This design comes from an exercise in tuning for small area and few clock cycles per item on the open sky130 flow, not from production work. Where RTL was checked, it was by simulation tests only, not by an equivalence proof against the original. Only the layout flow was run in runs 1 and 3; the RTL was not checked for function there. Power is estimated from default activity; no workload was simulated.

### design/flow/design.v
module cmpmac(
	input				wb_clk_i,
	input				rst_i,
	input  [2:0]	wb_adr_i,
	input  [15:0]	wb_dat_i,
	output [15:0]	wb_dat_o,
	input				wb_cyc_i,
	input				wb_we_i,
	input				wb_stb_i,
	input  [1:0]	wb_sel_i,
	output			wb_ack_o,
	input	 [1:0]	eth_pms_i,
	input				eth_macr_i,
	input  [47:0]	eth_macd_i,
	output			cmp_done_o,
	output			cmp_res_o
);
localparam [13:0] INV = 14'b00_0111_0000_1111;	 
reg [47:0]	slot[0:13];        
reg [3:0]	rot;               
reg [3:0]	adr;
wire stpac   = eth_pms_i[0];
wire promisc = eth_pms_i[1] | eth_pms_i[0];
reg  [1:0]	ack;
always @(posedge wb_clk_i) begin
	ack[0] <= wb_cyc_i & wb_stb_i;
	ack[1] <= wb_cyc_i & ack[0];
end
assign wb_ack_o = wb_cyc_i & wb_stb_i & ack[1];
wire bus_write = wb_cyc_i & wb_stb_i & ~wb_ack_o & stpac & wb_we_i & wb_sel_i[1];
wire tab_write = bus_write & ~ack[0] & ~rst_i & ~wb_adr_i[2] & (wb_adr_i[1:0] != 2'b00);
wire [3:0]	rot1 = (rot >= 4'd13) ? 4'd0 : rot + 4'd1;
wire [4:0]	sum  = adr + rot1;
reg  [3:0]	sadr;
always @(posedge wb_clk_i) begin
	rot  <= rot1;
	sadr <= (sum >= 5'd14) ? sum - 5'd14 : sum[3:0];
end
wire		c0  = (sadr == 4'd13);
wire		c4  = (sadr == 4'd3);
wire		c8  = (sadr == 4'd7);
wire		c11 = (sadr == 4'd10);
reg [15:0]	pd;                
reg [1:0]	pw;                
reg			pv;                
wire ins0  = pv & c0;
wire ins4  = pv & c4;
wire ins8  = pv & c8;
wire ins11 = pv & c11;
wire ins   = ins0 | ins4 | ins8 | ins11;
always @(posedge wb_clk_i) begin
	if(tab_write) begin
		pd <= wb_dat_i;
		pw <= wb_adr_i[1:0];
		pv <= 1'b1;
	end
	else if(ins)
		pv <= 1'b0;
end
wire [2:0] pwh = {pw == 2'd3, pw == 2'd2, pw == 2'd1};
wire [47:0] sel0  = {{16{ins0  & pwh[2]}}, {16{ins0  & pwh[1]}}, {16{ins0  & pwh[0]}}};
wire [47:0] sel4  = {{16{ins4  & pwh[2]}}, {16{ins4  & pwh[1]}}, {16{ins4  & pwh[0]}}};
wire [47:0] sel8  = {{16{ins8  & pwh[2]}}, {16{ins8  & pwh[1]}}, {16{ins8  & pwh[0]}}};
wire [47:0] sel11 = {{16{ins11 & pwh[2]}}, {16{ins11 & pwh[1]}}, {16{ins11 & pwh[0]}}};
wire [47:0] seln0 = ~sel0, seln4 = ~sel4, seln8 = ~sel8, seln11 = ~sel11;
wire [47:0] pd3  = {3{pd}};
wire [47:0] d0, d4, d8, d11;
cmpmac_imux #(48) m0 (.a(slot[13]), .b(pd3),  .s(sel0),  .sn(seln0),  .y(d0));
cmpmac_imux #(48) m4 (.a(slot[3]),  .b(~pd3), .s(sel4),  .sn(seln4),  .y(d4));
cmpmac_imux #(48) m8 (.a(slot[7]),  .b(pd3),  .s(sel8),  .sn(seln8),  .y(d8));
cmpmac_imux #(48) m11(.a(slot[10]), .b(~pd3), .s(sel11), .sn(seln11), .y(d11));
integer i;
always @(posedge wb_clk_i) begin
	for(i = 1; i < 14; i = i + 1)
		slot[i] <= slot[i-1];
	slot[0]  <= d0;
	slot[4]  <= d4;
	slot[8]  <= d8;
	slot[11] <= d11;
end
always @(posedge wb_clk_i, posedge rst_i) begin
	if(rst_i)
		adr <= 4'b0;
	else if(bus_write && wb_adr_i[2:0] == 3'b000)
		adr <= wb_dat_i[3:0];
end
reg  [47:0]	shadow;
always @(posedge wb_clk_i)
	if(c0 | c4 | c8 | c11)
		shadow <= ({48{c0}} & ~d0) | ({48{c4}} & d4) | ({48{c8}} & ~d8) | ({48{c11}} & d11);
reg [15:0] rdat;
always @(*) begin
	case(wb_adr_i[1:0])
		2'b00: rdat = {12'b0, adr};
		2'b01: rdat = shadow[15:0];
		2'b10: rdat = shadow[31:16];
		default: rdat = shadow[47:32];
	endcase
end
assign wb_dat_o = rdat;
wire [47:0]	macn = ~eth_macd_i;
wire [13:0]	match;
genvar s;
generate
	for(s = 0; s < 14; s = s + 1) begin : cmp
		cmpmac_eq u(.t(slot[s]), .mn(INV[s] ? eth_macd_i : macn), .eq(match[s]));
	end
endgenerate
wire hit = |match;
assign cmp_done_o = promisc | ~pv;
assign cmp_res_o  = promisc | hit;
endmodule
module cmpmac_imux #(parameter W = 1) (
	input  [W-1:0]	a,
	input  [W-1:0]	b,
	input  [W-1:0]	s,
	input  [W-1:0]	sn,
	output [W-1:0]	y
);
genvar k;
generate
	for(k = 0; k < W; k = k + 1) begin : b1
		cmpmac_imux1 u(.a(a[k]), .b(b[k]), .s(s[k]), .sn(sn[k]), .y(y[k]));
	end
endgenerate
endmodule
module cmpmac_imux1(input a, input b, input s, input sn, output y);
assign y = ~((a | s) & (b | sn));
endmodule
module cmpmac_eq(
	input  [47:0]	t,
	input  [47:0]	mn,
	output			eq
);
wire [15:0] q;      
wire [23:0] np;     
genvar k;
generate
	for(k = 0; k < 16; k = k + 1) begin : t3
		cmpmac_q3 u(.t(t[3*k+2:3*k]), .mn(mn[3*k+2:3*k]), .q(q[k]));
	end
	for(k = 0; k < 24; k = k + 1) begin : pair
		cmpmac_p2 u(.t(t[2*k+1:2*k]), .mn(mn[2*k+1:2*k]), .np(np[k]));
	end
endgenerate
assign eq = &q & ~|np;
endmodule
module cmpmac_q3(input [2:0] t, input [2:0] mn, output q);
assign q = ~((t[0] & mn[0]) | (t[1] & mn[1]) | (t[2] & mn[2]));
endmodule
module cmpmac_p2(input [1:0] t, input [1:0] mn, output np);
assign np = ~((t[0] | mn[0]) & (t[1] | mn[1]));
endmodule
### design/flow/flow/run.sh
#!/bin/bash
# Standard synthesis, but ABC maps with the ORFS speed script minus its
# upsizing pass (flow/abc_area_nosize.script); registers are untouched.
# Layout: smaller port buffers, larger clock-sink clusters without dummy
# loads, synthesis buffers removed before placement.
here=$(pwd)
{ head -n 1 synth_recipe.tcl
  echo "proc abc {args} { set i [lsearch \$args -script]; if {\$i >= 0} { lset args [expr {\$i+1}] $here/flow/abc_area_nosize.script }; yosys abc {*}\$args }"
  tail -n +2 synth_recipe.tcl; } > my_synth.tcl
bash standard.sh \
  SYNTH_SCRIPT=$here/my_synth.tcl \
  BUFFER_PORTS_ARGS="-buffer_cell sky130_fd_sc_hd__buf_2" \
  CTS_ARGS="-sink_clustering_enable -repair_clock_nets -buf_list sky130_fd_sc_hd__clkbuf_16 -sink_clustering_size 25 -sink_clustering_max_diameter 100 -dont_use_dummy_load" \
  REMOVE_ABC_BUFFERS=1 \
  finish > standard.log 2>&1
### design/flow/flow/abc_area_nosize.script
&get -n
&st
&dch
&nf
&st
&syn2
&if -g -K 6
&synch2
&nf
&st
&syn2
&if -g -K 6
&synch2
&nf
&put
buffer -c
topo
stime -c
dnsize -c
### design/flow/standard.sh
#!/bin/bash
# synth_recipe.tcl (not shown) runs the flow's synth.tcl, then flattens the netlist and writes it again
# the make line also repeats each setting of config.mk as NAME=value (left out here)
make -C /OpenROAD-flow-scripts/flow DESIGN_CONFIG=/design/flow/config.mk WORK_HOME=/design/flow/orfs CLKGATE_MAP_FILE= SYNTH_SCRIPT=/design/flow/synth_recipe.tcl "${@:-finish}"
### design/flow/config.mk
export PLATFORM = sky130hd
export DESIGN_NAME = cmpmac
export DESIGN_NICKNAME = cmpmac
export VERILOG_FILES = /design/flow/design.v
export SDC_FILE = /design/flow/constraint.sdc
export NUM_CORES = 4
export LEC_CHECK = 0
export CAP_MARGIN = 20
export CORE_MARGIN = 2
export CORE_UTILIZATION = 40
export SLEW_MARGIN = 20
export SYNTH_HIERARCHICAL = 1
export SYNTH_MINIMUM_KEEP_SIZE = 0
### design/flow/constraint.sdc
create_clock -name core_clock -period 8.0 [get_ports {wb_clk_i}]
set_input_delay 1.6000 -clock core_clock [delete_from_list [all_inputs] [get_ports {wb_clk_i}]]
set_output_delay 1.6000 -clock core_clock [all_outputs]
set_load 0.01 [all_outputs]
==> summary.txt, run 1 <==
status - finished clean
commonest cells after routing, fill and taps aside - dfxtp_1 (682), o22ai_1 (528), a222oi_1 (224), buf_2 (93), nand2_1 (85)
post_cts resized - 0
RSZ-0062 raised after global routing - false
DRC violations left - 0
vias in the first global route - 20,800
Worst-Skew Late Latency - 600 ps
Worst Path Required - 6400 ps
wire per inst - 36.6 µm
worst-margin pin slew - 1260 ps
Max Cap Viol - 0
Initial Utilization - 40.5%
clock tree from TritonCTS - yes
clk root buf - clkbuf_16
vias per cell - 7.16
1st-pass router iterations - 10
FF-to-FF setup slack - 3750 ps
via count - 22,100
Gate Count Post-Synth - 2,139
worst hold path class - flop to flop
Total Neg Setup Slack - 0 ps
most common cell after layout, fill and taps aside - dfxtp_1
Synth area leader - dfxtp_1
gp weighted congestion - 1.05
Bufs on Longest Clock Path - 3
Num CTS Buffers - 36
final hold slack - 344 ps
hold path start - slot[4][19]$_DFF_P_
metal3 WL - 13.5 mm
Register Area - 15,800 µm²
Site Rows - 91
Reg-to-Reg Start - sadr[3]$_DFF_P_
synth top area cells - dfxtp_1 (55%), o22ai_1 (13%), a222oi_1 (8.9%)
DR WL met2 - 49.5 mm
Starting DRT DRC Count - 4,004
first-pass GRT wire length - 154 mm
GRT Total Usage - 34.1%
Clock transition at path regs - 100 ps
# fillers - 5,824
Multi-input gate area - 8890 µm²
Setup Crit Path Kind - primary input to primary output
number of port buffers - 93
Critical Path AT - 5110 ps
sequential fraction of the synthesis area - 62.9%
Tmin final - 6710 ps
initial antenna violation count - 8
Final Max Tran Viols - 0
CP startpoint kind - primary input
Peak VDD IR - 128 µV
area share of the largest cell type after synthesis - 54.6%
area grow syn2layout - 9.78%
DP HPWL - 87.2 mm
critical path startpoint - eth_macd_i[32]
total gr overflow - 0
Mapped Avg Cell Area - 11.7 µm²
PwrDens - 224 nW/µm²
largest net degree at the start of global routing - 59
cell area after synthesis - 25,100 µm²
synthesized flop and latch total - 753
# clock sinks - 753
overall die height - 254 µm
Crit. End Element - primary output
# Post-CTS Setup Buffers - 0
CP max FO - 15
post-synthesis cell type count - 39
Synthesis Warnings - 9
wl on met1 - 42.5 mm
Fin. Hold Viols - 0
Fmax - 149 MHz
Tcrit/Tclk final - 83.9%
clk_skew - 37.0 ps
die footprint - 64,700 µm²
DRT Wirelength - 113 mm
number of H-tree levels - 2
top layer in use - met5
I/O pins - 96
DIE WIDTH - 254 µm
Routed Antenna Nets - 0
CTS Hold Bufs - 0
Slew HR - 15.8%
Final #Nets - 2,338
setup violators final - 0
P_leak - 0.00977 µW
share of cells above drive strength 1 - 8.40%
Core Area - 61,800 µm²
==> final timing paths <==
| kind | to | depth (start not counted) |
|---|---|---|
| max in group asynchronous | adr[0]$_DFFE_PP0P_ | 2 |
| setup / recovery | cmp_res_o | 9 |
| min in group asynchronous | adr[2]$_DFFE_PP0P_ | 2 |
| setup reg to reg | shadow[12]$_DFFE_PP_ | 6 |
| hold / removal | slot[5][19]$_DFF_P_ | 0 |
| hold reg to reg | slot[5][19]$_DFF_P_ | 0 |
==> worst max-delay path, stage by stage <==
cell and delay [ps]:
buf_2 320, inv_1 360, a222oi_1 990, nor4b_1 550
nand4_1 210, nor4_1 530, nor4_1 100, nand4_1 250
buf_2 180
==> area by class of cell <==
| cell class | instances | share of cell area [%] |
|---|---|---|
| multi-input cells | 1269 | 32.3 |
| well taps | 837 | 3.81 |
| flip-flops and latches | 753 | 57.3 |
| diodes | 7 | 0.0637 |
| inverters | 83 | 1.13 |
| repair buffers | 109 | 2.13 |
| clock buffers | 36 | 3.27 |
==> routing by layer <==
metal | GRT usage, % | up-vias
li1 | - | 9291
met1 | 42.6 | 11000
met2 | 51.9 | 1544
met3 | 9.68 | 312
met4 | 21.0 | 4
met5 | 0 | -
==> per-module statistics from Yosys, one instance, submodules excluded, a selection <==
module / copies in the design / cells inside
cmpmac: 1 / 1177
cmpmac_eq: 14 / 15
cmpmac_imux1: 192 / 1
cmpmac_p2: 336 / 1
cmpmac_q3: 224 / 1
==> cell usage after synthesis <==
cell type  instances
inv_1             83
o21a_1             2
a311oi_1           1
mux4_2             4
o41ai_1            1
nor3b_1            2
nor4_1            75
and3_1             3
a221o_1           48
or4b_2            14
edfxtp_1          66
nor4b_1           14
dfxtp_1          683
clkbuf_1          33
and3b_1            2
nand2_1           86
xor2_1             2
nand3_1           11
a222oi_1         224
or2_2              1
or4_1             15
ha_1               8
fa_1               1
o31ai_1            1
a22o_1            12
mux2_2            17
a31o_2             1
a21oi_1            3
nor2_1            68
nand2b_1           2
xnor2_1            1
and2_1             2
nand4_1           61
o22ai_1          528
o21ai_0           53
dfrtp_1            4
buf_1              1
nor2b_1            4
a31oi_1            2
==> logic make-up after synthesis <==
group	Yosys count	synth area share, %
compound gates	876	25.8
flops	753	62.9
simple gates	360	7.85
buf+inv	117	1.75
mux	21	1.12
fa+ha+maj	9	0.479
xor+xnor	3	0.105
==> stage by stage <==
stage	power [µW]	setup WS [ps]	instance area [µm²]	cells	utilization [%]
3_5_place_dp	4240	1600	26600	3051	43.0
6_report	6160	1290	27500	3094	44.5
3_3_place_gp	4240	1580	26600	3051	43.0
5_1_grt	6320	1310	27500	3087	44.5
4_1_cts	6170	1600	27500	3087	44.5
2_1_floorplan	4070	2310	24900	2105	-
==> power by group <==
group | internal [µW] | switching [µW]
clock | 812 | 1180
sequential | 3810 | 23.3
combinational | 99.8 | 233
==> flip-flops by register name, summed over array words and instances (netlist names) <==
signal	count
slot	672
shadow	48
pd	16
adr	4
rot	4
sadr	4
ack	2
pw	2
pv	1
==> run 2, diff against run 1 <==
--- a/design/flow/design.v
+++ b/design/flow/design.v
@@ -32,30 +32,32 @@
 wire [3:0]	rot1 = (rot >= 4'd13) ? 4'd0 : rot + 4'd1;
 wire [4:0]	sum  = adr + rot1;
 reg  [3:0]	sadr;
+wire [3:0]	sadr1 = (sadr >= 4'd13) ? 4'd0 : sadr + 4'd1;
 always @(posedge wb_clk_i) begin
 	rot  <= rot1;
 	sadr <= (sum >= 5'd14) ? sum - 5'd14 : sum[3:0];
 end
-wire		c0  = (sadr == 4'd13);
-wire		c4  = (sadr == 4'd3);
-wire		c8  = (sadr == 4'd7);
-wire		c11 = (sadr == 4'd10);
 reg [15:0]	pd;                
 reg [1:0]	pw;                
+reg [3:0]	pt;                
 reg			pv;                
-wire ins0  = pv & c0;
-wire ins4  = pv & c4;
-wire ins8  = pv & c8;
-wire ins11 = pv & c11;
+wire ins0  = pv & (pt == 4'd13);
+wire ins4  = pv & (pt == 4'd3);
+wire ins8  = pv & (pt == 4'd7);
+wire ins11 = pv & (pt == 4'd10);
 wire ins   = ins0 | ins4 | ins8 | ins11;
 always @(posedge wb_clk_i) begin
 	if(tab_write) begin
 		pd <= wb_dat_i;
 		pw <= wb_adr_i[1:0];
+		pt <= sadr1;
 		pv <= 1'b1;
 	end
-	else if(ins)
-		pv <= 1'b0;
+	else begin
+		pt <= (pt >= 4'd13) ? 4'd0 : pt + 4'd1;
+		if(ins)
+			pv <= 1'b0;
+	end
 end
 wire [2:0] pwh = {pw == 2'd3, pw == 2'd2, pw == 2'd1};
 wire [47:0] sel0  = {{16{ins0  & pwh[2]}}, {16{ins0  & pwh[1]}}, {16{ins0  & pwh[0]}}};
@@ -84,6 +86,10 @@
 	else if(bus_write && wb_adr_i[2:0] == 3'b000)
 		adr <= wb_dat_i[3:0];
 end
+wire		c0  = (sadr == 4'd13);
+wire		c4  = (sadr == 4'd3);
+wire		c8  = (sadr == 4'd7);
+wire		c11 = (sadr == 4'd10);
 reg  [47:0]	shadow;
 always @(posedge wb_clk_i)
 	if(c0 | c4 | c8 | c11)
==> run 2 against run 1 <==
Synthesized cell count rose by 0.98%. Non-clock buffer count grew 8. Flip-flop and latch count up 4. Combinational power grew 22%. Via count is 0.73% lower. Final cell count increased by 1.4%. Core utilization down 0.19 points. First-iteration DRC count shrank 10%. Critical path depth did not move. Largest cell class unchanged. Largest power group unchanged.
==> summary.txt, run 2 <==
Synth area leader - dfxtp_1
Starting DRT DRC Count - 3,596
delay-heaviest family, CP - simple AND/OR/NAND/NOR gates
DP HPWL - 88.7 mm
Peak VDD IR - 147 µV
final std cells w/o fill - 3,137
Final Max Tran Viols - 0
setup violators final - 0
sequential fraction of the synthesis area - 62.8%
I/O pins - 96
Post-synth EDFFs - 66
dpl ws - 1580 ps
Fmax - 149 MHz
Total Neg Setup Slack - 0 ps
crit path buf inv count - 3
Worst-Skew Late Latency - 610 ps
overall die height - 255 µm
Critical Path AT - 5100 ps
commonest cells after routing, fill and taps aside - dfxtp_1 (687), o22ai_1 (532), a222oi_1 (224), buf_2 (93), nand2_1 (90)
Max Cap Viol - 0
Crit. End Element - primary output
CP startpoint kind - primary input
worst-margin pin slew - 1130 ps
RSZ-0062 raised after global routing - false
status - finished clean
most common cell after layout, fill and taps aside - dfxtp_1
final hold slack - 352 ps
1st-pass router iterations - 11
gp weighted congestion - 1.07
top-count cell post-synth - dfxtp_1
largest net degree at the start of global routing - 50
Fin. Hold Viols - 0
Mapped Avg Cell Area - 11.7 µm²
Site Rows - 92
Bufs on Longest Clock Path - 3
largest registers - slot x672, shadow x48, pd x16
Synthesis Warnings - 9
Core Area - 62,600 µm²
CTS Hold Bufs - 0
total gr overflow - 0
Sw Pwr - 1520 µW
area grow syn2layout - 10.1%
via count - 22,000
Tcrit/Tclk final - 83.8%
initial antenna violation count - 9
Int Power - 4820 µW
Routed Antenna Nets - 0
number of H-tree levels - 2
wire per inst - 36.3 µm
CP max FO - 15
Flop pwr share - 62.0%
die footprint - 65,000 µm²
vias in the first global route - 20,800
Num CTS Buffers - 36
DIE WIDTH - 255 µm
synthesized flop and latch total - 757
DRC violations left - 0
worst path cell trace - buf_2, inv_1, a222oi_1, nor4b_1, nand4_1, nor4_1, nor4_1, nand4_1, buf_2
Largest register FFs - 672
placed cell count - 3,097
Switching Share - 23.9%
Crit-path slowest cell - a222oi_1
number of port buffers - 93
# clock sinks - 757
ys flop type - dfxtp_1
Slew HR - 23.7%
post-synthesis cell type count - 43
Clock transition at path regs - 100 ps
first-pass GRT wire length - 156 mm
Async SR Flop Fraction - 0.528%
most flop-heavy register - slot
combinational share of power - 6.4%
cell area after synthesis - 25,200 µm²
synth top area cells - dfxtp_1 (55%), o22ai_1 (13%), a222oi_1 (8.9%)
clock tree from TritonCTS - yes
GRT Total Usage - 34.2%
Clock power frac - 31.6%
worst hold path class - flop to flop
# Post-CTS Setup Buffers - 0
post_cts resized - 0
Setup Crit Path Kind - primary input to primary output
PwrDens - 228 nW/µm²
synth cell count leaders - dfxtp_1 (687), o22ai_1 (532), a222oi_1 (224), nand2_1 (90), inv_1 (89)
clk_skew - 34.6 ps
DRT Wirelength - 114 mm
Tmin final - 6700 ps
Gate Count Post-Synth - 2,160
clk root buf - clkbuf_16
share of cells above drive strength 1 - 8.75%
Initial Utilization - 40.2%
vias per cell - 7.01
area share of the largest cell type after synthesis - 54.6%
Worst path max stage delay - 910 ps
P_leak - 0.00965 µW
Worst Path Required - 6400 ps
Final #Nets - 2,383
final setup margin - 1300 ps
-- run 2: changes by cell type after synthesis, sizes merged, moves of 3 or more --
cell,before,now
o211ai,0,50
o21ai,53,3
a21oi,3,51
a221o,48,0
clkbuf,33,14
buf,1,12
ha,8,16
inv,83,89
dfxtp,683,687
nand2,86,90
o22ai,528,532
nand4,61,58
-- run 2: cell type report --
cell class | instances | area (µm²)
timing repair buffer | 117 | 646
antenna | 4 | 10.0
multi-input combinational | 1288 | 8960
inverter | 89 | 334
tap | 846 | 1060
fill | 5962 | 34900
sequential | 757 | 15800
clock buffer | 36 | 901
-- run 2: cells by family (layout without fill, tap and decap cells) --
group / after synthesis / after routing / share of synthesized area [%]
adders and majority gates: 17 / 17 / 0.874
DFF: 757 / 757 / 62.8
muxes: 22 / 22 / 1.16
AOI/OAI and AO/OA: 882 / 882 / 25.4
other: 0 / 4 / 0
and+or+nand+nor: 360 / 360 / 7.75
buffers and inverters: 115 / 242 / 1.74
xor gates and xnor gates: 7 / 7 / 0.243
-- run 2: path summary, 6_finish.rpt --
path	startpoint	end	slack (ps)	depth (start not counted)
worst max-delay path	eth_macd_i[30]	cmp_res_o	1300	9
worst min-delay path	slot[1][37]$_DFF_P_	slot[2][37]$_DFF_P_	350	0
worst max register to register	pt[0]$_DFF_P_	shadow[33]$_DFFE_PP_	4410	9
worst min register to register	slot[1][37]$_DFF_P_	slot[2][37]$_DFF_P_	350	0
max in group asynchronous	rst_i	adr[2]$_DFFE_PP0P_	6950	2
min in group asynchronous	rst_i	adr[0]$_DFFE_PP0P_	900	2
-- run 2: per-module statistics from Yosys, one instance, submodules excluded, excerpt --
module | cell area [µm²] | copies in the design
cmpmac_p2 | 6.26 | 336
cmpmac | 18300 | 1
cmpmac_imux1 | 6.26 | 192
cmpmac_eq | 93.8 | 14
cmpmac_q3 | 10.0 | 224
-- run 2: per-stage QoR --
stage / total power (µW) / utilization, % / area (µm²)
after CTS: 6340 / 44.3 / 27700
after global placement: 4390 / 42.8 / 26800
after detailed placement: 4400 / 42.8 / 26800
after floorplan: 4200 / - / 25100
final: 6330 / 44.3 / 27700
after global routing: 6510 / 44.3 / 27700
-- run 2: per-layer routing --
metal	share of wire (%)	global-route usage, %	up-vias
met5	0.025	0	-
met4	6.6	19.6	4
met3	11	7.60	306
met2	44	52.8	1450
met1	39	44.2	10900
li1	-	-	9350
-- run 2: power groups by stage --
stage	clock [µW]	combinational (µW)	sequential, µW
2_1_floorplan	0	207	3990
3_3_place_gp	0	385	4010
3_5_place_dp	0	393	4010
4_1_cts	2020	394	3920
5_1_grt	2150	428	3930
6_report	2000	405	3930
Testbench counts of run 2, summed over its fixed seeds: cycles 18,432, lookups 9,216.
==> run 3, diff against run 2 <==
--- a/design/flow/design.v
+++ b/design/flow/design.v
@@ -29,35 +29,54 @@
 assign wb_ack_o = wb_cyc_i & wb_stb_i & ack[1];
 wire bus_write = wb_cyc_i & wb_stb_i & ~wb_ack_o & stpac & wb_we_i & wb_sel_i[1];
 wire tab_write = bus_write & ~ack[0] & ~rst_i & ~wb_adr_i[2] & (wb_adr_i[1:0] != 2'b00);
-wire [3:0]	rot1 = (rot >= 4'd13) ? 4'd0 : rot + 4'd1;
+function [3:0] next14(input [3:0] r);
+	case(r)
+		4'd0:  next14 = 4'd1;
+		4'd1:  next14 = 4'd2;
+		4'd2:  next14 = 4'd3;
+		4'd3:  next14 = 4'd4;
+		4'd4:  next14 = 4'd5;
+		4'd5:  next14 = 4'd6;
+		4'd6:  next14 = 4'd7;
+		4'd7:  next14 = 4'd8;
+		4'd8:  next14 = 4'd9;
+		4'd9:  next14 = 4'd10;
+		4'd10: next14 = 4'd11;
+		4'd11: next14 = 4'd12;
+		4'd12: next14 = 4'd13;
+		default: next14 = 4'd0;
+	endcase
+endfunction
+wire [3:0]	rot1 = next14(rot);
 wire [4:0]	sum  = adr + rot1;
 reg  [3:0]	sadr;
-wire [3:0]	sadr1 = (sadr >= 4'd13) ? 4'd0 : sadr + 4'd1;
 always @(posedge wb_clk_i) begin
 	rot  <= rot1;
 	sadr <= (sum >= 5'd14) ? sum - 5'd14 : sum[3:0];
 end
+wire		c0  = (sadr == 4'd13);
+wire		c4  = (sadr == 4'd3);
+wire		c8  = (sadr == 4'd7);
+wire		c11 = (sadr == 4'd10);
 reg [15:0]	pd;                
 reg [1:0]	pw;                
-reg [3:0]	pt;                
 reg			pv;                
-wire ins0  = pv & (pt == 4'd13);
-wire ins4  = pv & (pt == 4'd3);
-wire ins8  = pv & (pt == 4'd7);
-wire ins11 = pv & (pt == 4'd10);
+wire ins0  = pv & c0;
+wire ins4  = pv & c4;
+wire ins8  = pv & c8;
+wire ins11 = pv & c11;
 wire ins   = ins0 | ins4 | ins8 | ins11;
 always @(posedge wb_clk_i) begin
 	if(tab_write) begin
 		pd <= wb_dat_i;
 		pw <= wb_adr_i[1:0];
-		pt <= sadr1;
-		pv <= 1'b1;
 	end
-	else begin
-		pt <= (pt >= 4'd13) ? 4'd0 : pt + 4'd1;
-		if(ins)
-			pv <= 1'b0;
-	end
+	case({tab_write, ins})
+		2'b00: pv <= pv;
+		2'b01: pv <= 1'b0;
+		2'b10, 2'b11: pv <= 1'b1;
+		default: pv <= 1'b0;	 
+	endcase
 end
 wire [2:0] pwh = {pw == 2'd3, pw == 2'd2, pw == 2'd1};
 wire [47:0] sel0  = {{16{ins0  & pwh[2]}}, {16{ins0  & pwh[1]}}, {16{ins0  & pwh[0]}}};
@@ -86,10 +105,6 @@
 	else if(bus_write && wb_adr_i[2:0] == 3'b000)
 		adr <= wb_dat_i[3:0];
 end
-wire		c0  = (sadr == 4'd13);
-wire		c4  = (sadr == 4'd3);
-wire		c8  = (sadr == 4'd7);
-wire		c11 = (sadr == 4'd10);
 reg  [47:0]	shadow;
 always @(posedge wb_clk_i)
 	if(c0 | c4 | c8 | c11)
--- a/design/flow/flow/run.sh
+++ b/design/flow/flow/run.sh
@@ -9,7 +9,7 @@
   tail -n +2 synth_recipe.tcl; } > my_synth.tcl
 bash standard.sh \
   SYNTH_SCRIPT=$here/my_synth.tcl \
-  BUFFER_PORTS_ARGS="-buffer_cell sky130_fd_sc_hd__buf_2" \
-  CTS_ARGS="-sink_clustering_enable -repair_clock_nets -buf_list sky130_fd_sc_hd__clkbuf_16 -sink_clustering_size 25 -sink_clustering_max_diameter 100 -dont_use_dummy_load" \
+  BUFFER_PORTS_ARGS="-buffer_cell sky130_fd_sc_hd__buf_1" \
+  CTS_ARGS="-sink_clustering_enable -repair_clock_nets -buf_list sky130_fd_sc_hd__clkbuf_8 -sink_clustering_size 14 -sink_clustering_max_diameter 60 -dont_use_dummy_load" \
   REMOVE_ABC_BUFFERS=1 \
   finish > standard.log 2>&1
==> run 3 against run 2 <==
Final area shrank 0.77%. Largest cell class unchanged. Clock-buffer cell count grew 25. Die area shrank 0.55%. Synthesized area shrank 0.56%. Sequential share of layout area grew 0.19 points. Critical path type unchanged.
==> summary.txt, run 3 <==
status - finished clean
final hold slack - 332 ps
worst-margin pin slew - 1160 ps
clock tree from TritonCTS - yes
r2r endpoint - shadow[0]$_DFFE_PP_
1st-pass router iterations - 13
Max Cap Viol - 0
Routed Antenna Nets - 0
Initial Utilization - 40.5%
met1 usage - 44.8%
Num CTS Buffers - 61
sequential fraction of the synthesis area - 62.9%
most common cell after layout, fill and taps aside - dfxtp_1
Fin. Hold Viols - 0
Most Crowded Layer GR - met2
DP HPWL - 88.4 mm
via count - 22,500
# Post-CTS Setup Buffers - 0
Synth area leader - dfxtp_1
Total Neg Setup Slack - 0 ps
Critical Path AT - 5160 ps
number of H-tree levels - 2
DRT Wirelength - 114 mm
top-count cell post-synth - dfxtp_1
setup violators final - 0
clk_skew - 81.2 ps
commonest cells after routing, fill and taps aside - dfxtp_1 (681), o22ai_1 (530), a222oi_1 (224), nand2_1 (94), buf_1 (93)
met3 Resource Use GR - 8.44%
Min-Delay Path Depth - 0
share of cells above drive strength 1 - 6.39%
vias per cell - 7.14
Core Area - 61,800 µm²
GRT Total Usage - 34.4%
Post-synth EDFFs - 67
synth top area cells - dfxtp_1 (54%), o22ai_1 (13%), a222oi_1 (8.9%)
post-synthesis cell type count - 38
Site Rows - 91
Slew HR - 21.7%
Starting DRT DRC Count - 4,866
DIE WIDTH - 254 µm
gp weighted congestion - 1.04
largest registers - slot x672, shadow x48, pd x16
I/O pins - 96
largest net degree at the start of global routing - 59
area share of the largest cell type after synthesis - 54.5%
post-layout util - 44.5%
R2R cell count - 7
Peak VDD IR - 133 µV
PwrDens - 220 nW/µm²
wire per inst - 36.1 µm
area grow syn2layout - 9.88%
clk root buf - clkbuf_8
Final #Nets - 2,389
Reg-to-Reg Start - sadr[3]$_DFF_P_
Tmin final - 6760 ps
post_cts resized - 0
DRC violations left - 0
Worst Path Required - 6400 ps
Gate Count Post-Synth - 2,138
most flop-heavy register - slot
Final Max Tran Viols - 0
P_leak - 0.00967 µW
Tcrit/Tclk final - 84.5%
overall die height - 254 µm
synth cell count leaders - dfxtp_1 (682), o22ai_1 (530), a222oi_1 (224), nand2_1 (95), inv_1 (80)
Mapped Avg Cell Area - 11.7 µm²
Synthesis Warnings - 9
CP startpoint kind - primary input
hold path start - slot[9][0]$_DFF_P_
Crit. End Element - primary output
total gr overflow - 0
synthesized flop and latch total - 753
FF-to-FF setup slack - 3790 ps
Fmax - 148 MHz
Async SR Flop Fraction - 0.531%
Clock transition at path regs - 90 ps
vias in the first global route - 21,000
Largest register FFs - 672
RSZ-0062 raised after global routing - false
hold endpoint - slot[10][0]$_DFF_P_
cell area after synthesis - 25,100 µm²
die footprint - 64,700 µm²
M2 GR Usage - 52.6%
first-pass GRT wire length - 157 mm
total power - 6060 µW
Bufs on Longest Clock Path - 3
CP max FO - 15
worst hold path class - flop to flop
CTS Hold Bufs - 0
initial antenna violation count - 15
Worst-Skew Late Latency - 740 ps
# clock sinks - 753
Setup Crit Path Kind - primary input to primary output
ys flop type - dfxtp_1
number of port buffers - 93
[run 3: cell count changes after synthesis, moves of 5 or more]
cell,previous run,this run
dfxtp_1,687,682
o21ai_0,3,51
o211ai_1,50,0
a21oi_1,51,4
buf_2,5,0
inv_1,89,80
ha_1,16,7
clkbuf_1,14,31
nand2_1,90,95
a221o_1,0,48
[run 3: area by class of cell]
| type | count | area (µm²) |
|---|---|---|
| sequential | 753 | 15800 |
| multi-input combinational | 1271 | 8890 |
| clock buffer | 61 | 840 |
| inverter | 80 | 300 |
| antenna | 5 | 12.5 |
| tap | 837 | 1050 |
| fill | 5775 | 34300 |
| timing repair buffer | 137 | 679 |
[run 3: metal layers]
| metal | vias to the layer above | part of all wire, % |
|---|---|---|
| met5 | - | 0.071 |
| met4 | 10 | 6.2 |
| met3 | 332 | 12 |
| met2 | 1676 | 44 |
| met1 | 11100 | 38 |
| li1 | 9376 | - |
[run 3: kinds of logic after synthesis]
kind of cell / count (synthesis) / share of synthesized area, %
adders and majority gates: 8 / 0.429
buffers and inverters: 114 / 1.71
xor gates and xnor gates: 3 / 0.105
and+or+nand+nor: 363 / 7.87
muxes: 22 / 1.17
AOI/OAI and AO/OA: 875 / 25.8
DFF: 753 / 62.9
[run 3: how the worst max path moves through the flow]
| stage | cells past startpoint | start | slack [ps] | end |
|---|---|---|---|---|
| after global routing | 9 | eth_macd_i[32] | 1090 | cmp_res_o |
| after detailed placement | 9 | eth_macd_i[32] | 1510 | cmp_res_o |
| after global placement | 9 | eth_macd_i[26] | 1500 | cmp_res_o |
| final | 9 | eth_macd_i[32] | 1240 | cmp_res_o |
| after floorplan | 5 | sadr[3]$_DFF_P_ | 2150 | shadow[46]$_DFFE_PP_ |
| after CTS | 9 | eth_macd_i[32] | 1420 | cmp_res_o |
[run 3: modules after synthesis, one instance, submodules excluded, a selection]
module	cell area [µm²]	cells inside	times used	flops+latches
cmpmac_imux1	6.26	1	192	0
cmpmac_q3	10.0	1	224	0
cmpmac	18200	1176	1	753
cmpmac_p2	6.26	1	336	0
cmpmac_eq	93.8	15	14	0
[run 3: power by group]
| part | internal [µW] | total [µW] | switching [µW] |
|---|---|---|---|
| logic | 104 | 353 | 249 |
| clock network | 677 | 1880 | 1200 |
| registers | 3810 | 3840 | 20.4 |
[run 3: metrics by stage]
step	setup WS [ps]	area, µm²	cells
finish	1240	27500	3144
global route	1090	27500	3139
CTS	1420	27500	3139
detailed placement	1510	26700	3078
global placement	1500	26700	3078
floorplan	2150	24900	2104
[run 3: critical path: stages]
cell	delay, ps
buf_1	540
inv_1	480
a222oi_1	880
nor4b_1	510
nand4_1	230
nor4_1	300
nor4_1	240
nand4_1	200
buf_1	170
==> run 4, diff against run 3 <==
--- a/design/flow/design.v
+++ b/design/flow/design.v
@@ -106,9 +106,17 @@
 		adr <= wb_dat_i[3:0];
 end
 reg  [47:0]	shadow;
+wire [47:0]	shadow_d;
+wire		hold = ~(c0 | c4 | c8 | c11);
+genvar n;
+generate
+	for(n = 0; n < 48; n = n + 1) begin : sh
+		cmpmac_shbit u(.i0(d0[n]), .i4(d4[n]), .i8(d8[n]), .i11(d11[n]), .q(shadow[n]),
+			.c0n(~c0), .c4(c4), .c8n(~c8), .c11(c11), .h(hold), .d(shadow_d[n]));
+	end
+endgenerate
 always @(posedge wb_clk_i)
-	if(c0 | c4 | c8 | c11)
-		shadow <= ({48{c0}} & ~d0) | ({48{c4}} & d4) | ({48{c8}} & ~d8) | ({48{c11}} & d11);
+	shadow <= shadow_d;
 reg [15:0] rdat;
 always @(*) begin
 	case(wb_adr_i[1:0])
@@ -172,3 +180,12 @@
 module cmpmac_p2(input [1:0] t, input [1:0] mn, output np);
 assign np = ~((t[0] | mn[0]) & (t[1] | mn[1]));
 endmodule
+module cmpmac_shbit(
+	input	i0, i4, i8, i11, q,
+	input	c0n, c4, c8n, c11, h,
+	output	d
+);
+wire x = ~((c0n | i0) & (c8n | i8));           
+wire y = ~((c4 & i4) | (c11 & i11) | (h & q));  
+assign d = x | ~y;
+endmodule
--- a/design/flow/flow/run.sh
+++ b/design/flow/flow/run.sh
@@ -10,6 +10,6 @@
 bash standard.sh \
   SYNTH_SCRIPT=$here/my_synth.tcl \
   BUFFER_PORTS_ARGS="-buffer_cell sky130_fd_sc_hd__buf_1" \
-  CTS_ARGS="-sink_clustering_enable -repair_clock_nets -buf_list sky130_fd_sc_hd__clkbuf_8 -sink_clustering_size 14 -sink_clustering_max_diameter 60 -dont_use_dummy_load" \
+  CTS_ARGS="-sink_clustering_enable -repair_clock_nets -buf_list sky130_fd_sc_hd__clkbuf_16 -sink_clustering_size 25 -sink_clustering_max_diameter 100 -dont_use_dummy_load" \
   REMOVE_ABC_BUFFERS=1 \
   finish > standard.log 2>&1
==> run 4 against run 3 <==
Critical path depth stayed put. Sequential share of layout area decreased by 1.3 points. Global-route usage rose by 0.58 points. Clock power rose by 7%. Total power increased by 4.2%. Core utilization up 0.55 points. Synthesized cell count decreased by 3.3%.
==> summary.txt, run 4 <==
status - finished clean
area share of the largest cell type after synthesis - 59.5%
CTS Hold Bufs - 0
clk root buf - clkbuf_16
DR WL met2 - 49.5 mm
Critical Path AT - 5410 ps
post_cts resized - 0
PwrDens - 231 nW/µm²
Setup Crit Path Kind - primary input to primary output
Synthesis Warnings - 9
largest registers - slot x672, shadow x48, pd x16
synth top area cells - dfxtp_1 (60%), o22ai_1 (13%), a222oi_1 (9.1%)
I/O pins - 96
Worst Path Required - 6400 ps
worst-margin pin slew - 1090 ps
commonest cells after routing, fill and taps aside - dfxtp_1 (730), o22ai_1 (529), a222oi_1 (224), buf_1 (92), inv_1 (78)
Clock power frac - 31.8%
1st-pass router iterations - 13
placed cell count - 3,004
largest family of logic cells by synthesized area - compound AO/OA/AOI/OAI gates
sequential fraction of the synthesis area - 62.2%
Peak VDD IR - 127 µV
DRC violations left - 0
RSZ-0062 raised after global routing - false
Post-Synth XOR/XNOR Area - 0.0713%
vias in the first global route - 20,700
via count - 21,900
GRT Total Usage - 35.0%
# clock sinks - 753
setup violators final - 0
largest net degree at the start of global routing - 51
Bufs on Longest Clock Path - 3
Sw Pwr - 1520 µW
Flop pwr share - 61.6%
DRT Wirelength - 114 mm
Site Rows - 90
CP startpoint kind - primary input
first-pass GRT wire length - 156 mm
initial antenna violation count - 6
gp weighted congestion - 1.03
Fin. Hold Viols - 0
Synth area leader - dfxtp_1
vias per cell - 7.18
CP max FO - 15
worst hold path class - flop to flop
Gate Count Post-Synth - 2,068
Max Cap Viol - 0
Routed Antenna Nets - 0
Crit. End Element - primary output
most flop-heavy register - slot
Int Power - 4800 µW
synth cell count leaders - dfxtp_1 (730), o22ai_1 (529), a222oi_1 (224), inv_1 (78), nor4_1 (75)
final std cells w/o fill - 3,043
most common cell after layout, fill and taps aside - dfxtp_1
Post-synth EDFFs - 19
Fmax - 143 MHz
Post-Synth Simple-Gate Area - 6.76%
share of cells above drive strength 1 - 6.46%
top-count cell post-synth - dfxtp_1
adder-cell share of the synthesized area - 0.438%
Core Area - 60,600 µm²
Switching Share - 24.0%
number of port buffers - 93
metal3 WL - 11.6 mm
Initial Utilization - 40.5%
overall die height - 252 µm
top layer in use - met5
total gr overflow - 0
wl on met1 - 44.3 mm
Final Max Tran Viols - 0
area grow syn2layout - 11.2%
Async SR Flop Fraction - 0.531%
P_leak - 0.00974 µW
Starting DRT DRC Count - 3,969
wire per inst - 37.4 µm
clock tree from TritonCTS - yes
Tmin final - 7010 ps
cell area after synthesis - 24,600 µm²
Final #Nets - 2,346
die footprint - 63,400 µm²
DIE WIDTH - 252 µm
DP HPWL - 90.2 mm
Clock transition at path regs - 90 ps
Largest register FFs - 672
Num CTS Buffers - 37
# Post-CTS Setup Buffers - 0
combinational share of power - 6.7%
Slew HR - 27.4%
post-synthesis cell type count - 39
Mapped Avg Cell Area - 11.9 µm²
post-synthesis compound-gate area fraction - 28.0%
clk_skew - 37.8 ps
Total Neg Setup Slack - 0 ps
ys flop type - dfxtp_1
number of H-tree levels - 2
Worst-Skew Late Latency - 600 ps
mux contribution to synthesized area - 1.19%
synthesized flop and latch total - 753
Tcrit/Tclk final - 87.6%
-- run 4: cell types whose count changed in the layout (fill, tap and decap cells not counted), sizes merged, moves of 47 or more --
cell     before  now
a221o        48    0
o211ai        0   49
edfxtp       67   19
dfxtp       682  730
a2bb2oi       0   48
a22oi         0   48
o21ai        51    4
-- run 4: worst paths after layout --
path | start | to | slack (ps) | cells past startpoint
max | eth_macd_i[20] | cmp_res_o | 990 | 9
min | slot[5][1]$_DFF_P_ | slot[6][1]$_DFF_P_ | 340 | 0
max reg2reg | sadr[2]$_DFF_P_ | shadow[15]$_DFF_P_ | 4510 | 8
min reg2reg | slot[5][1]$_DFF_P_ | slot[6][1]$_DFF_P_ | 340 | 0
max in group asynchronous | rst_i | adr[3]$_DFFE_PP0P_ | 6950 | 2
min in group asynchronous | rst_i | adr[0]$_DFFE_PP0P_ | 880 | 2
-- run 4: cells by family (layout without fill, tap and decap cells) --
kind of cell / Yosys count / count (layout)
AOI/OAI and AO/OA: 922 / 922
DFF: 753 / 753
and+or+nand+nor: 276 / 276
buffers and inverters: 85 / 276
muxes: 22 / 22
adders and majority gates: 8 / 8
xor gates and xnor gates: 2 / 2
other: 0 / 2
-- run 4: power by group through the flow --
stage               Clock (µW)  Sequential, µW  Combinational, µW
global placement             0            3970                399
global route              2160            3890                443
finish                    2010            3890                421
CTS                       2040            3880                406
detailed placement           0            3970                403
floorplan                    0            3930                209
-- run 4: metrics by stage --
step                utilization, %  cell area (µm²)  hold slack, ps  power (µW)  setup WS (ps)
global route                  45.1            27300             345        6500            890
floorplan                        -            24500             350        4140           3200
CTS                           45.1            27300             338        6330           1120
finish                        45.1            27300             340        6320            990
detailed placement            43.5            26400             357        4370           1120
global placement              43.5            26400             352        4370           1230
-- run 4: critical path: stages --
cell and delay, ps:
buf_1 540, inv_1 460, a222oi_1 480, nand4_1 310, or4b_2 730, nor4_1 700, nor4_1 110, nand4_1 270
buf_1 190
-- run 4: cell type report --
type	instances	area [µm²]
Sequential cell	753	15300
Multi-Input combinational cell	1230	8960
Tap cell	782	978
Antenna cell	2	5.00
Inverter	78	293
Clock buffer	37	926
Timing Repair Buffer	161	861
Fill cell	5730	33300
-- run 4: metal layers --
| metal | up-vias | global-route usage [%] |
|---|---|---|
| met5 | - | 0 |
| met4 | 6 | 22.4 |
| met3 | 308 | 7.92 |
| met2 | 1398 | 53.4 |
| met1 | 10800 | 44.7 |
| li1 | 9315 | - |
-- run 4: Yosys stat by module (local to each module, per instance), a selection --
| module | cells inside | flip-flops and latches |
|---|---|---|
| cmpmac | 962 | 753 |
| cmpmac_eq | 15 | 0 |
| cmpmac_shbit | 3 | 0 |
| cmpmac_q3 | 1 | 0 |
| cmpmac_imux1 | 1 | 0 |
| cmpmac_p2 | 1 | 0 |
Testbench counts of run 4, summed over its fixed seeds: cycles 18,432, lookups 9,216.
==> run 5, diff against run 4 <==
--- a/design/flow/flow/run.sh
+++ b/design/flow/flow/run.sh
@@ -9,7 +9,7 @@
   tail -n +2 synth_recipe.tcl; } > my_synth.tcl
 bash standard.sh \
   SYNTH_SCRIPT=$here/my_synth.tcl \
-  BUFFER_PORTS_ARGS="-buffer_cell sky130_fd_sc_hd__buf_1" \
+  BUFFER_PORTS_ARGS="-buffer_cell sky130_fd_sc_hd__buf_2" \
   CTS_ARGS="-sink_clustering_enable -repair_clock_nets -buf_list sky130_fd_sc_hd__clkbuf_16 -sink_clustering_size 25 -sink_clustering_max_diameter 100 -dont_use_dummy_load" \
   REMOVE_ABC_BUFFERS=1 \
   finish > standard.log 2>&1
==> run 5 against run 4 <==
Global-route usage is essentially flat. Wire length grew 0.81%. Final cell count shrank 1.3%. Final area shrank 0.69%. Synthesized cell count is the same. Critical path type unchanged. Critical endpoint unchanged. Largest power group unchanged. Highest routed layer unchanged.
==> summary.txt, run 5 <==
clock tree from TritonCTS - yes
Initial Utilization - 40.5%
DRC violations left - 0
R2R cell count - 8
final std cells w/o fill - 3,003
total gr overflow - 0
Reg-to-Reg Start - sadr[2]$_DFF_P_
post-synthesis cell type count - 39
vias in the first global route - 20,600
Setup Crit Path Kind - primary input to primary output
Num CTS Buffers - 37
Async SR Flop Fraction - 0.531%
Worst Path Required - 6400 ps
hold endpoint - slot[6][9]$_DFF_P_
# clock sinks - 753
sequential fraction of the synthesis area - 62.2%
area grow syn2layout - 10.4%
Sw Pwr - 1530 µW
number of port buffers - 93
overall die height - 252 µm
# Post-CTS Setup Buffers - 0
initial antenna violation count - 8
Post-synth EDFFs - 19
Min-Delay Path Depth - 0
top-count cell post-synth - dfxtp_1
Bufs on Longest Clock Path - 3
Starting DRT DRC Count - 3,960
Final #Nets - 2,304
Worst-Skew Late Latency - 590 ps
GRT Total Usage - 35.0%
cell area after synthesis - 24,600 µm²
Flop pwr share - 61.5%
most flop-heavy register - slot
Critical Path AT - 5050 ps
Slew HR - 22.8%
die footprint - 63,400 µm²
Gate Count Post-Synth - 2,068
DRT Wirelength - 115 mm
Clock transition at path regs - 90 ps
gp weighted congestion - 1.03
synth cell count leaders - dfxtp_1 (730), o22ai_1 (529), a222oi_1 (224), inv_1 (78), nor4_1 (75)
RSZ-0062 raised after global routing - false
clk_skew - 49.6 ps
CP max FO - 15
DP HPWL - 90.6 mm
Synth area leader - dfxtp_1
Tmin final - 6650 ps
via count - 21,800
Site Rows - 90
post_cts resized - 0
Clock power frac - 31.9%
Synthesis Warnings - 9
Peak VDD IR - 190 µV
CTS Hold Bufs - 0
combinational share of power - 6.6%
first-pass GRT wire length - 156 mm
CP startpoint kind - primary input
most common cell after layout, fill and taps aside - dfxtp_1
I/O pins - 96
largest net degree at the start of global routing - 51
Final Max Tran Viols - 0
Switching Share - 24.2%
vias per cell - 7.26
PwrDens - 233 nW/µm²
clk root buf - clkbuf_16
Core Area - 60,600 µm²
area post-placement - 26,200 µm²
Total Neg Setup Slack - 0 ps
Finished Cell Area - 27,100 µm²
Largest register FFs - 672
DIE WIDTH - 252 µm
status - finished clean
wire per inst - 38.2 µm
share of cells above drive strength 1 - 8.98%
Routed Antenna Nets - 0
ys flop type - dfxtp_1
Max Cap Viol - 0
FF-to-FF setup slack - 4640 ps
placed cell count - 2,962
Mapped Avg Cell Area - 11.9 µm²
hold path start - slot[5][9]$_DFF_P_
Crit. End Element - primary output
Fmax - 150 MHz
Tcrit/Tclk final - 83.1%
synthesized flop and latch total - 753
Fin. Hold Viols - 0
1st-pass router iterations - 9
P_leak - 0.00981 µW
r2r endpoint - shadow[7]$_DFF_P_
total power - 6330 µW
critical path startpoint - eth_macd_i[32]
worst-margin pin slew - 1160 ps
Int Power - 4800 µW
setup violators final - 0
post-layout util - 44.8%
number of H-tree levels - 2
worst hold path class - flop to flop
largest registers - slot x672, shadow x48, pd x16
commonest cells after routing, fill and taps aside - dfxtp_1 (730), o22ai_1 (529), a222oi_1 (224), buf_2 (93), inv_1 (78)
synth top area cells - dfxtp_1 (60%), o22ai_1 (13%), a222oi_1 (9.1%)
area share of the largest cell type after synthesis - 59.5%
-- run 5: cell counts after synthesis --
No cell type changed its count.
-- run 5: layout make-up --
type	count	area (µm²)
fill	5756	33500
sequential	753	15300
multi-input combinational	1230	8970
tap	782	978
clock buffer	37	926
timing repair buffer	119	661
inverter	78	293
antenna	4	10.0
-- run 5: worst max-delay path by stage --
stage | slack, ps | depth (start not counted) | endpoint
after detailed placement | 1510 | 9 | cmp_res_o
final | 1350 | 9 | cmp_res_o
after global placement | 1500 | 9 | cmp_res_o
after CTS | 1500 | 9 | cmp_res_o
after floorplan | 3200 | 7 | cmp_res_o
after global routing | 1290 | 9 | cmp_res_o
-- run 5: modules after synthesis (local to each module, per instance), a selection --
module	flops+latches	copies in the design
cmpmac_imux1	0	192
cmpmac_shbit	0	48
cmpmac_q3	0	224
cmpmac	753	1
cmpmac_p2	0	336
cmpmac_eq	0	14
-- run 5: cells by family (layout without fill, tap and decap cells) --
logic type                 count (synthesis)  after routing  synth area share (%)
AOI/OAI and AO/OA                        922            922                  28.0
and+or+nand+nor                          276            276                  6.76
muxes                                     22             22                  1.19
xor gates and xnor gates                   2              2                0.0713
other                                      0              4                     0
adders and majority gates                  8              8                 0.438
DFF                                      753            753                  62.2
buffers and inverters                     85            234                  1.32
-- run 5: power by group through the flow --
stage / clock network, µW / logic, µW / registers (µW)
6_report: 2020 / 416 / 3890
5_1_grt: 2160 / 433 / 3890
4_1_cts: 2040 / 398 / 3880
3_5_place_dp: 0 / 395 / 3970
3_3_place_gp: 0 / 389 / 3970
2_1_floorplan: 0 / 209 / 3930
-- run 5: per-stage QoR --
| stage | hold WS, ps | worst slack [ps] |
|---|---|---|
| after global placement | 354 | 1500 |
| after floorplan | 350 | 3200 |
| after detailed placement | 356 | 1510 |
| final | 319 | 1350 |
| after CTS | 323 | 1500 |
| after global routing | 336 | 1290 |
-- run 5: critical path: stages --
cell and delay, ps:
buf_2 300, inv_1 370, a222oi_1 890, nor4b_1 450, nand4_1 200, nor4_1 650, nor4_1 100, nand4_1 270
buf_2 200
-- run 5: per-layer routing --
layer / share of wire (%) / GRT usage, % / up-vias
met2: 44 / 55.2 / 1461
met4: 6.7 / 20.3 / 6
li1: - / - / 9228
met5: 0.029 / 0 / -
met1: 38 / 43.2 / 10800
met3: 11 / 9.52 / 314
==> run 6, diff against run 5 <==
--- a/design/flow/flow/run.sh
+++ b/design/flow/flow/run.sh
@@ -10,6 +10,6 @@
 bash standard.sh \
   SYNTH_SCRIPT=$here/my_synth.tcl \
   BUFFER_PORTS_ARGS="-buffer_cell sky130_fd_sc_hd__buf_2" \
-  CTS_ARGS="-sink_clustering_enable -repair_clock_nets -buf_list sky130_fd_sc_hd__clkbuf_16 -sink_clustering_size 25 -sink_clustering_max_diameter 100 -dont_use_dummy_load" \
+  CTS_ARGS="-sink_clustering_enable -repair_clock_nets -buf_list sky130_fd_sc_hd__clkbuf_16 -sink_clustering_size 28 -sink_clustering_max_diameter 90 -dont_use_dummy_load" \
   REMOVE_ABC_BUFFERS=1 \
   finish > standard.log 2>&1
==> run 6 against run 5 <==
Largest power group unchanged. Final cell count hardly changed. Highest routed layer unchanged. Largest cell class unchanged. Global-route usage is essentially flat. Final area about the same. Register-to-register slack got worse by 40 ps.
==> summary.txt, run 6 <==
status - finished clean
CP max FO - 15
number of port buffers - 93
most common cell after layout, fill and taps aside - dfxtp_1
placed cell count - 2,962
I/O pins - 96
Tcrit/Tclk final - 82.7%
gp weighted congestion - 1.03
share of cells above drive strength 1 - 8.94%
Final Max Tran Viols - 0
clk root buf - clkbuf_16
DRT Wirelength - 115 mm
Slew HR - 27.4%
number of H-tree levels - 2
P_leak - 0.00980 µW
initial antenna violation count - 10
wire per inst - 38.2 µm
cell area after synthesis - 24,600 µm²
# Post-CTS Setup Buffers - 0
RSZ-0062 raised after global routing - false
post-synthesis cell type count - 39
Clock transition at path regs - 100 ps
Clock power frac - 31.6%
mux contribution to synthesized area - 1.19%
largest net degree at the start of global routing - 51
Total Neg Setup Slack - 0 ps
Int Power - 4770 µW
clock tree from TritonCTS - yes
Starting DRT DRC Count - 4,079
commonest cells after routing, fill and taps aside - dfxtp_1 (730), o22ai_1 (529), a222oi_1 (224), buf_2 (93), inv_1 (78)
total gr overflow - 0
Tmin final - 6610 ps
Crit. End Element - primary output
DRC violations left - 0
sequential fraction of the synthesis area - 62.2%
Max Cap Viol - 0
top-count cell post-synth - dfxtp_1
Num CTS Buffers - 36
clk_skew - 82.6 ps
overall die height - 252 µm
PwrDens - 232 nW/µm²
largest registers - slot x672, shadow x48, pd x16
Post-Synth XOR/XNOR Area - 0.0713%
1st-pass router iterations - 12
largest family of logic cells by synthesized area - compound AO/OA/AOI/OAI gates
synth cell count leaders - dfxtp_1 (730), o22ai_1 (529), a222oi_1 (224), inv_1 (78), nor4_1 (75)
Switching Share - 24.2%
Core Area - 60,600 µm²
Fin. Hold Viols - 0
Multi-input gate area - 8970 µm²
worst hold path class - flop to flop
DIE WIDTH - 252 µm
Async SR Flop Fraction - 0.531%
Setup Crit Path Kind - primary input to primary output
area grow syn2layout - 10.4%
Register Area - 15,300 µm²
Synth area leader - dfxtp_1
Sw Pwr - 1520 µW
Initial Utilization - 40.5%
Site Rows - 90
first-pass GRT wire length - 155 mm
synth top area cells - dfxtp_1 (60%), o22ai_1 (13%), a222oi_1 (9.1%)
final std cells w/o fill - 3,006
die footprint - 63,400 µm²
vias per cell - 7.22
Synthesis Warnings - 9
Bufs on Longest Clock Path - 3
setup violators final - 0
synthesized flop and latch total - 753
Post-Synth Simple-Gate Area - 6.76%
Fmax - 151 MHz
ys flop type - dfxtp_1
CP startpoint kind - primary input
DP HPWL - 90.6 mm
Worst Path Required - 6400 ps
post-synthesis compound-gate area fraction - 28.0%
CTS Hold Bufs - 0
Peak VDD IR - 187 µV
Mapped Avg Cell Area - 11.9 µm²
via count - 21,700
# clock sinks - 753
worst-margin pin slew - 1090 ps
Routed Antenna Nets - 0
# fillers - 5,764
Flop pwr share - 61.8%
combinational share of power - 6.6%
Worst-Skew Late Latency - 600 ps
adder-cell share of the synthesized area - 0.438%
Critical Path AT - 5010 ps
Final #Nets - 2,303
Post-synth EDFFs - 19
GRT Total Usage - 35.0%
most flop-heavy register - slot
post_cts resized - 0
area share of the largest cell type after synthesis - 59.5%
Gate Count Post-Synth - 2,068
Largest register FFs - 672
vias in the first global route - 20,600
==> run 6: cell counts after synthesis <==
No cell type changed its count.
==> run 6: path summary, 6_finish.rpt <==
check	start	end	slack (ps)	cells past startpoint
worst max register to register	sadr[2]$_DFF_P_	shadow[2]$_DFF_P_	4600	8
worst min register to register	slot[11][5]$_DFF_P_	slot[12][5]$_DFF_P_	290	0
worst max-delay path	eth_macd_i[20]	cmp_res_o	1390	9
min in group asynchronous	rst_i	adr[0]$_DFFE_PP0P_	890	2
worst min-delay path	slot[11][5]$_DFF_P_	slot[12][5]$_DFF_P_	290	0
max in group asynchronous	rst_i	adr[1]$_DFFE_PP0P_	6950	2
==> run 6: power groups by stage <==
stage                     combinational, µW  clock (µW)  sequential (µW)
after floorplan                         209           0             3930
after global placement                  389           0             3970
after detailed placement                395           0             3970
after CTS                               398        2010             3880
after global routing                    433        2130             3890
final                                   414        1990             3890
==> run 6: modules after synthesis, one instance, submodules excluded, a selection <==
module        flops+latches  times used  cells inside
cmpmac                  753           1           962
cmpmac_eq                 0          14            15
cmpmac_shbit              0          48             3
cmpmac_q3                 0         224             1
cmpmac_imux1              0         192             1
cmpmac_p2                 0         336             1
==> run 6: cells by family after synthesis <==
| logic type | Yosys count |
|---|---|
| XOR/XNOR | 2 |
| buffers and inverters | 85 |
| AO/OA/AOI/OAI | 922 |
| AND/OR/NAND/NOR | 276 |
| flip-flops | 753 |
| adder cells (fa/ha/maj) | 8 |
| multiplexers | 22 |
==> run 6: area by class of cell <==
cell class / instances / area share, %
inverters: 78 / 1.08
well taps: 782 / 3.61
repair buffers: 119 / 2.44
flip-flops and latches: 753 / 56.4
diodes: 8 / 0.0739
clock buffers: 36 / 3.32
multi-input cells: 1230 / 33.1
==> run 6: layer usage <==
layer / part of all wire [%] / GRT usage [%] / wire, µm
met1: 38 / 43.5 / 43800
met2: 44 / 54.8 / 50700
met3: 11 / 8.89 / 12100
met4: 7.0 / 21.1 / 8070
met5: 0.073 / 0 / 84
==> run 6: stage by stage <==
| step | instance area, µm² | worst slack, ps | hold WS (ps) | utilization [%] | power, µW |
|---|---|---|---|---|---|
| 2_1_floorplan | 24500 | 3200 | 350 | - | 4140 |
| 3_3_place_gp | 26200 | 1500 | 354 | 43.2 | 4360 |
| 3_5_place_dp | 26200 | 1510 | 356 | 43.2 | 4370 |
| 4_1_cts | 27100 | 1500 | 296 | 44.7 | 6290 |
| 5_1_grt | 27100 | 1290 | 303 | 44.7 | 6460 |
| 6_report | 27100 | 1390 | 294 | 44.7 | 6300 |
==> run 6: worst max-delay path, stage by stage <==
cell      delay (ps)
buf_2            290
inv_1            330
a222oi_1         500
nand4_1          340
or4b_2           680
nor4_1           680
nor4_1           100
nand4_1          280
buf_2            200

what the ideal ports hide:
How much do the figures lean on ideal ports? The routed layouts below were timed once more, with nothing changed but the port constraints.
Step 1 sets driving cells, clkbuf_16 on the clock port and buf_2 on the other inputs (assumed; they add their load-dependent delay and slew).
Step 2 times the ports against the registers' clock, not the clock port: input delays grow and output delays shrink by t, the midpoint of the rising clock arrivals with the driver on.
Slacks: no drivers / after step 1 / after step 2; pairs: no drivers / after step 1.
| run | t, ns | setup WS [ns] | clock arrival spread, ns | worst register clock-pin slew, ns | cell pins on the clock port's net |
|---|---|---|---|---|---|
| run 1 | 0.649 | 1.290 / 1.264 / 1.264 | 0.040 / 0.040 | 0.11 / 0.11 | 1 |
| run 2 | 0.652 | 1.297 / 1.272 / 1.272 | 0.042 / 0.042 | 0.11 / 0.11 | 1 |
| run 3 | 0.766 | 1.240 / 1.129 / 1.129 | 0.081 / 0.082 | 0.11 / 0.11 | 1 |
| run 4 | 0.646 | 0.990 / 0.965 / 0.965 | 0.040 / 0.040 | 0.10 / 0.10 | 1 |
| run 5 | 0.637 | 1.350 / 1.323 / 1.323 | 0.055 / 0.056 | 0.10 / 0.10 | 1 |
| run 6 | 0.632 | 1.386 / 1.361 / 1.361 | 0.094 / 0.094 | 0.11 / 0.11 | 1 |
After both steps every run listed still meets setup and hold. For run 3, which loses most, drivers alone change the setup slack by -0.111 ns; drivers and shift together by -0.111 ns.
